Context: an optimization exercise on an open-source flow, tuned for small area and a short achievable clock period. The choices shown serve that exercise and are no tape-out recipe. Where RTL was checked, it was by simulation tests only, not by an equivalence proof against the original.

==> v15 <==
==> flow/design.v <==
module UART_TRANSMITTER (
	input clock_i, reset_n_i, data_write_i,
	input [7:0] data_i,
	input [5:0] data_buffer_full_thres_i,
	input [1:0] baudrate_select_i,
	output data_buffer_full_o,
	output uart_tx_o
);
reg [7:0] num;
reg w;
always @(*)
	case (baudrate_select_i)
		2'd0: w = num[4];
		2'd1: w = num[5];
		2'd2: w = num[6];
		default: w = num[7];
	endcase
always @(posedge clock_i)
	num <= reset_n_i ? (w ? 8'd0 : num + 8'd1) : 8'd0;
wire tick = reset_n_i & w;
localparam IDLE = 4'd3, START = 4'd8, PARITY = 4'd1, STOP = 4'd2;
reg [3:0] ph;
reg [5:0] cnt;
wire nonempty = cnt != 6'd0;
wire done = tick & (ph == STOP);
wire [5:0] match, nthr, ncnt, x1, x2;
wire [1:0] miss;
genvar i;
generate
	for (i = 0; i < 6; i = i + 1) begin : cmp
		G_INV t (.a(data_buffer_full_thres_i[i]), .y(nthr[i]));
		G_INV c (.a(cnt[i]), .y(ncnt[i]));
		G_NAND2 p (.a(data_buffer_full_thres_i[i]), .b(cnt[i]), .y(x1[i]));
		G_NAND2 q (.a(nthr[i]), .b(ncnt[i]), .y(x2[i]));
		G_NAND2 m (.a(x1[i]), .b(x2[i]), .y(match[i]));
	end
endgenerate
G_NAND3 n0 (.a(match[0]), .b(match[1]), .c(match[2]), .y(miss[0]));
G_NAND3 n1 (.a(match[3]), .b(match[4]), .c(match[5]), .y(miss[1]));
G_NOR2 n2 (.a(miss[0]), .b(miss[1]), .y(data_buffer_full_o));
wire full = cnt == data_buffer_full_thres_i;
wire wr = data_write_i & ~full;
wire [5:0] cnt_up = done ? cnt : cnt + 6'd1;
wire [5:0] cnt_kp = done ? cnt - 6'd1 : cnt;
always @(posedge clock_i)
	cnt <= reset_n_i ? (wr ? cnt_up : cnt_kp) : 6'd0;
always @(posedge clock_i)
	if (!reset_n_i)
		ph <= IDLE;
	else if (tick & (ph != IDLE | nonempty))
		ph <= (ph == IDLE) ? START : ph + 4'd1;
reg [255:0] R;             
reg [4:0] sw, sr;          
reg cm;                    
reg hc;                    
reg [7:0] D1;              
reg v1;                    
wire [4:0] sw1 = sw + 5'd1;
wire [3:0] E = sw1[4:1];   
wire ins = (wr & ~sw[0]) | v1;
wire [7:0] nidata;
G_MUX2I8 dmux (.a(data_i), .b(D1), .s(v1), .y(nidata));
wire [7:0] idata = ~nidata;
wire hclr = (ph[3:2] == 2'd0) & (ph != IDLE) & ~hc & (sr == 5'd0);
wire clr = ~reset_n_i | hclr | (cm & (sr != 5'd0));
wire [7:0] tapa = ~R[255:248];    
wire [7:0] tapb = ~R[127:120];    
always @(posedge clock_i) begin
	D1 <= data_i;
	v1 <= wr & sw[0];
end
always @(posedge clock_i)
	if (!reset_n_i) begin
		sw <= 5'd1;
		sr <= 5'd1;
		cm <= 1'b1;
		hc <= 1'b0;
	end else begin
		sw <= wr ? sw : sw1;
		sr <= hclr ? sr : sr + 5'd1;
		cm <= cm & (sr != 5'd0);
		hc <= done ? 1'b0 : (hc | hclr);
	end
reg nb, par, txq;
wire [2:0] k = ph[2:0];    
always @(posedge clock_i)
	if (sr[3:0] == 4'd0)
		nb <= sr[4] ? tapb[k] : tapa[k];
always @(posedge clock_i)
	if (tick & ph[3])
		par <= (ph == START ? 1'b0 : par) ^ nb;
always @(posedge clock_i)
	if (!reset_n_i)
		txq <= 1'b1;
	else if (tick)
		txq <= (ph == IDLE) ? ~nonempty :
		       ph[3] ? nb :
		       (ph == 4'd0) ? par : 1'b1;
assign uart_tx_o = txq;
genvar m;
generate
	for (m = 0; m < 16; m = m + 1) begin : stage
		wire sel = ins & (E == m);
		if (m == 0) begin : tap
			always @(posedge clock_i)
				R[7:0] <= (tapa & {8{~clr}}) | ({8{sel & reset_n_i}} & idata);
		end else if (m % 2 == 1) begin : inv
			wire [7:0] d;
			RING_AOI g (.a(R[16*m-8 +: 8]), .d(idata), .s(sel), .y(d));
			always @(posedge clock_i)
				R[16*m +: 8] <= d;
		end else begin : noninv
			wire [7:0] d;
			RING_OAI g (.a(R[16*m-8 +: 8]), .nd(nidata), .ns(~sel), .y(d));
			always @(posedge clock_i)
				R[16*m +: 8] <= d;
		end
		always @(posedge clock_i)
			R[16*m+8 +: 8] <= R[16*m +: 8];
	end
endgenerate
endmodule
module RING_AOI (
	input [7:0] a, d,
	input s,
	output [7:0] y
);
assign y = ~(a | ({8{s}} & d));
endmodule
module RING_OAI (
	input [7:0] a, nd,
	input ns,
	output [7:0] y
);
assign y = ~(a & ({8{ns}} | nd));
endmodule
module G_INV (input a, output y);
assign y = ~a;
endmodule
module G_NAND2 (input a, b, output y);
assign y = ~(a & b);
endmodule
module G_NAND3 (input a, b, c, output y);
assign y = ~(a & b & c);
endmodule
module G_NOR2 (input a, b, output y);
assign y = ~(a | b);
endmodule
module G_MUX2I8 (input [7:0] a, b, input s, output [7:0] y);
assign y = ~(s ? b : a);
endmodule
==> flow/flow/run.sh <==
#!/bin/bash
# The standard layout, with the ports buffered by plain buffers instead of
# ORFS's default choice (a delay cell that repair cannot resize out of its
# footprint). Everything else is the standard.sh unchanged.
set -euo pipefail
export BUFFER_PORTS_ARGS="-buffer_cell sky130_fd_sc_hd__buf_2"
bash standard.sh > standard.log 2>&1
==> flow/standard.sh <==
#!/bin/bash
# synth_recipe.tcl (not shown) runs the flow's synth.tcl, then flattens the netlist and writes it again
# the make line also repeats each setting of config.mk as NAME=value (left out here)
make -C /OpenROAD-flow-scripts/flow DESIGN_CONFIG=/design/flow/config.mk WORK_HOME=/design/flow/orfs CLKGATE_MAP_FILE= SYNTH_SCRIPT=/design/flow/synth_recipe.tcl "${@:-finish}"
==> flow/config.mk <==
export PLATFORM = sky130hd
export DESIGN_NAME = UART_TRANSMITTER
export DESIGN_NICKNAME = UART_TRANSMITTER
export VERILOG_FILES = /design/flow/design.v
export SDC_FILE = /design/flow/constraint.sdc
export NUM_CORES = 4
export LEC_CHECK = 0
export CAP_MARGIN = 20
export CORE_MARGIN = 2
export CORE_UTILIZATION = 60
export CTS_CLUSTER_DIAMETER = 50
export CTS_CLUSTER_SIZE = 36
export SETUP_SLACK_MARGIN = 3.2
export SLEW_MARGIN = 20
export SYNTH_HIERARCHICAL = 1
export SYNTH_MINIMUM_KEEP_SIZE = 0
==> flow/constraint.sdc <==
create_clock -name core_clock -period 6.0 [get_ports {clock_i}]
set_input_delay 1.2000 -clock core_clock [delete_from_list [all_inputs] [get_ports {clock_i}]]
set_output_delay 1.2000 -clock core_clock [all_outputs]
set_load 0.01 [all_outputs]
==> v24: changes against v15 <==
--- a/flow/design.v
+++ b/flow/design.v
@@ -39,10 +39,13 @@
 G_NAND3 n1 (.a(match[3]), .b(match[4]), .c(match[5]), .y(miss[1]));
 G_NOR2 n2 (.a(miss[0]), .b(miss[1]), .y(data_buffer_full_o));
-wire full = cnt == data_buffer_full_thres_i;
+reg full;
 wire wr = data_write_i & ~full;
 wire [5:0] cnt_up = done ? cnt : cnt + 6'd1;
 wire [5:0] cnt_kp = done ? cnt - 6'd1 : cnt;
-always @(posedge clock_i)
-	cnt <= reset_n_i ? (wr ? cnt_up : cnt_kp) : 6'd0;
+wire [5:0] cnt_nx = reset_n_i ? (wr ? cnt_up : cnt_kp) : 6'd0;
+always @(posedge clock_i) begin
+	cnt <= cnt_nx;
+	full <= cnt_nx == data_buffer_full_thres_i;
+end
 always @(posedge clock_i)
 	if (!reset_n_i)
CTS_CLUSTER_DIAMETER = 100   (was 50)
CTS_CLUSTER_SIZE = 30   (was 36)
==> v37: changes against v15 <==
==> flow/design.v (replaced) <==
module UART_TRANSMITTER (
	input clock_i, reset_n_i, data_write_i,
	input [7:0] data_i,
	input [5:0] data_buffer_full_thres_i,
	input [1:0] baudrate_select_i,
	output data_buffer_full_o,
	output uart_tx_o
);
reg [7:0] num;
reg w;
always @(*)
	case (baudrate_select_i)
		2'd0: w = num[4];
		2'd1: w = num[5];
		2'd2: w = num[6];
		default: w = num[7];
	endcase
always @(posedge clock_i)
	num <= reset_n_i ? (w ? 8'd0 : num + 8'd1) : 8'd0;
wire tick = reset_n_i & w;
reg [3:0] ph;
reg [5:0] cnt;
wire nonempty = cnt != 6'd0;
wire done = tick & (ph == 4'd11);
assign data_buffer_full_o = cnt == data_buffer_full_thres_i;
wire wr = data_write_i & ~data_buffer_full_o;
wire [5:0] cnt_up = done ? cnt : cnt + 6'd1;
wire [5:0] cnt_kp = done ? cnt - 6'd1 : cnt;
always @(posedge clock_i)
	cnt <= reset_n_i ? (wr ? cnt_up : cnt_kp) : 6'd0;
always @(posedge clock_i)
	if (!reset_n_i)
		ph <= 4'd0;
	else if (tick)
		ph <= (ph == 4'd0) ? {3'd0, nonempty} : (ph == 4'd11) ? 4'd0 : ph + 4'd1;
reg [7:0] H;
reg hv, par, txq;
wire shift = tick & (ph >= 4'd1) & (ph <= 4'd8);
always @(posedge clock_i)
	if (!reset_n_i)
		txq <= 1'b1;
	else if (tick)
		txq <= (ph == 4'd0) ? ~nonempty :
		       (ph <= 4'd8) ? H[0] :
		       (ph == 4'd9) ? par : 1'b1;
always @(posedge clock_i)
	if (shift)
		par <= (ph == 4'd1 ? 1'b0 : par) ^ H[0];
assign uart_tx_o = txq;
reg [255:0] R;             
reg [4:0] sw, sr;          
reg cm;                    
reg [7:0] D1;              
reg v1;                    
wire rempty = sw == sr;
wire [4:0] sw1 = sw + 5'd1;
wire [3:0] E = sw1[4:1];   
wire blk = v1 & (E == 4'd0);
wire ld = ~hv & ~rempty & (sr == 5'd0) & ~blk;
wire direct = wr & ~hv & rempty;
wire rw = wr & ~direct;
wire ins = ((rw & ~sw[0]) | v1) & reset_n_i;
wire [7:0] idata = v1 ? D1 : data_i;
wire [7:0] nidata = ~idata;
wire clr = ~reset_n_i | ld | (cm & (sr != 5'd0));
wire [7:0] tapv = ~R[255:248];
always @(posedge clock_i) begin
	D1 <= data_i;
	v1 <= rw & sw[0] & reset_n_i;
end
always @(posedge clock_i)
	if (!reset_n_i) begin
		sw <= 5'd1;
		sr <= 5'd1;
		cm <= 1'b1;
	end else begin
		sw <= rw ? sw : sw1;
		sr <= ld ? sr : sr + 5'd1;
		cm <= cm & (sr != 5'd0);
	end
always @(posedge clock_i) begin
	if (ld)
		H <= tapv;
	else if (direct)
		H <= data_i;
	else if (shift)
		H <= {1'b0, H[7:1]};
end
always @(posedge clock_i)
	if (!reset_n_i)
		hv <= 1'b0;
	else if (ld | direct)
		hv <= 1'b1;
	else if (shift & (ph == 4'd8))
		hv <= 1'b0;
genvar m;
generate
	for (m = 0; m < 16; m = m + 1) begin : stage
		wire sel = ins & (E == m);
		if (m == 0) begin : tap
			always @(posedge clock_i)
				R[7:0] <= (tapv & {8{~clr}}) | ({8{sel}} & idata);
		end else if (m % 2 == 1) begin : inv
			wire [7:0] d;
			RING_AOI g (.a(R[16*m-8 +: 8]), .d(idata), .s(sel), .y(d));
			always @(posedge clock_i)
				R[16*m +: 8] <= d;
		end else begin : noninv
			wire [7:0] d;
			RING_OAI g (.a(R[16*m-8 +: 8]), .nd(nidata), .ns(~sel), .y(d));
			always @(posedge clock_i)
				R[16*m +: 8] <= d;
		end
		always @(posedge clock_i)
			R[16*m+8 +: 8] <= R[16*m +: 8];
	end
endgenerate
endmodule
module RING_AOI (
	input [7:0] a, d,
	input s,
	output [7:0] y
);
assign y = ~(a | ({8{s}} & d));
endmodule
module RING_OAI (
	input [7:0] a, nd,
	input ns,
	output [7:0] y
);
assign y = ~(a & ({8{ns}} | nd));
endmodule
==> flow/run.sh (new file) <==
#!/bin/bash
# synth_recipe.tcl (not shown) runs the flow's synth.tcl, then flattens the netlist and writes it again
# the make line also repeats each setting of config.mk as NAME=value (left out here)
make -C /OpenROAD-flow-scripts/flow DESIGN_CONFIG=/design/flow/config.mk WORK_HOME=/design/flow/orfs CLKGATE_MAP_FILE= SYNTH_SCRIPT=/design/flow/synth_recipe.tcl finish
CORE_UTILIZATION = 40   (was 60)
CTS_CLUSTER_DIAMETER = not set   (was 50)
CTS_CLUSTER_SIZE = 25   (was 36)
SETUP_SLACK_MARGIN = 2.6   (was 3.2)
removed: flow/flow/run.sh
removed: flow/standard.sh
==> comparison <==
- Of v15 and v24, v24 has the higher register-to-register slack (gap 40 ps).
- Final cell count: v15 < v24 < v37.
- The highest synthesized area belongs to v37, the lowest to v15.
- The lowest first-iteration DRC count belongs to v24, the highest to v37.
- Via count: v37 > v24 > v15.
Only the layout flow was run in v24 and v37; the RTL was not checked for function there.

[static timing again, ports no longer ideal]
In the flow no input, the clock included, has a driving cell. The finished layouts below were timed again as built, in two steps. Step 1 sets driving cells, clkbuf_16 on the clock port and buf_2 on the other inputs (assumed; they add their load-dependent delay and slew). Step 2 times the ports against the registers' clock, not the clock port: input delays grow and output delays shrink by t, the midpoint of the rising clock arrivals with the driver on. Three values: no drivers, after step 1, after step 2; two values: the first two.
run	shift t [ns]	setup WS [ns]	clock arrival spread, ns	slew at the worst register clock pin (ns)
v15	0.544	3.052 / 3.011 / 2.689	0.028 / 0.028	0.09 / 0.09
v24	0.516	3.065 / 3.026 / 2.732	0.023 / 0.023	0.11 / 0.11
v37	0.595	2.615 / 2.637 / 2.042	0.009 / 0.009	0.07 / 0.07
After both steps every run listed still meets setup and hold. The setup slack of v37, which loses most, moves by +0.022 ns with the drivers and by -0.573 ns with both steps.
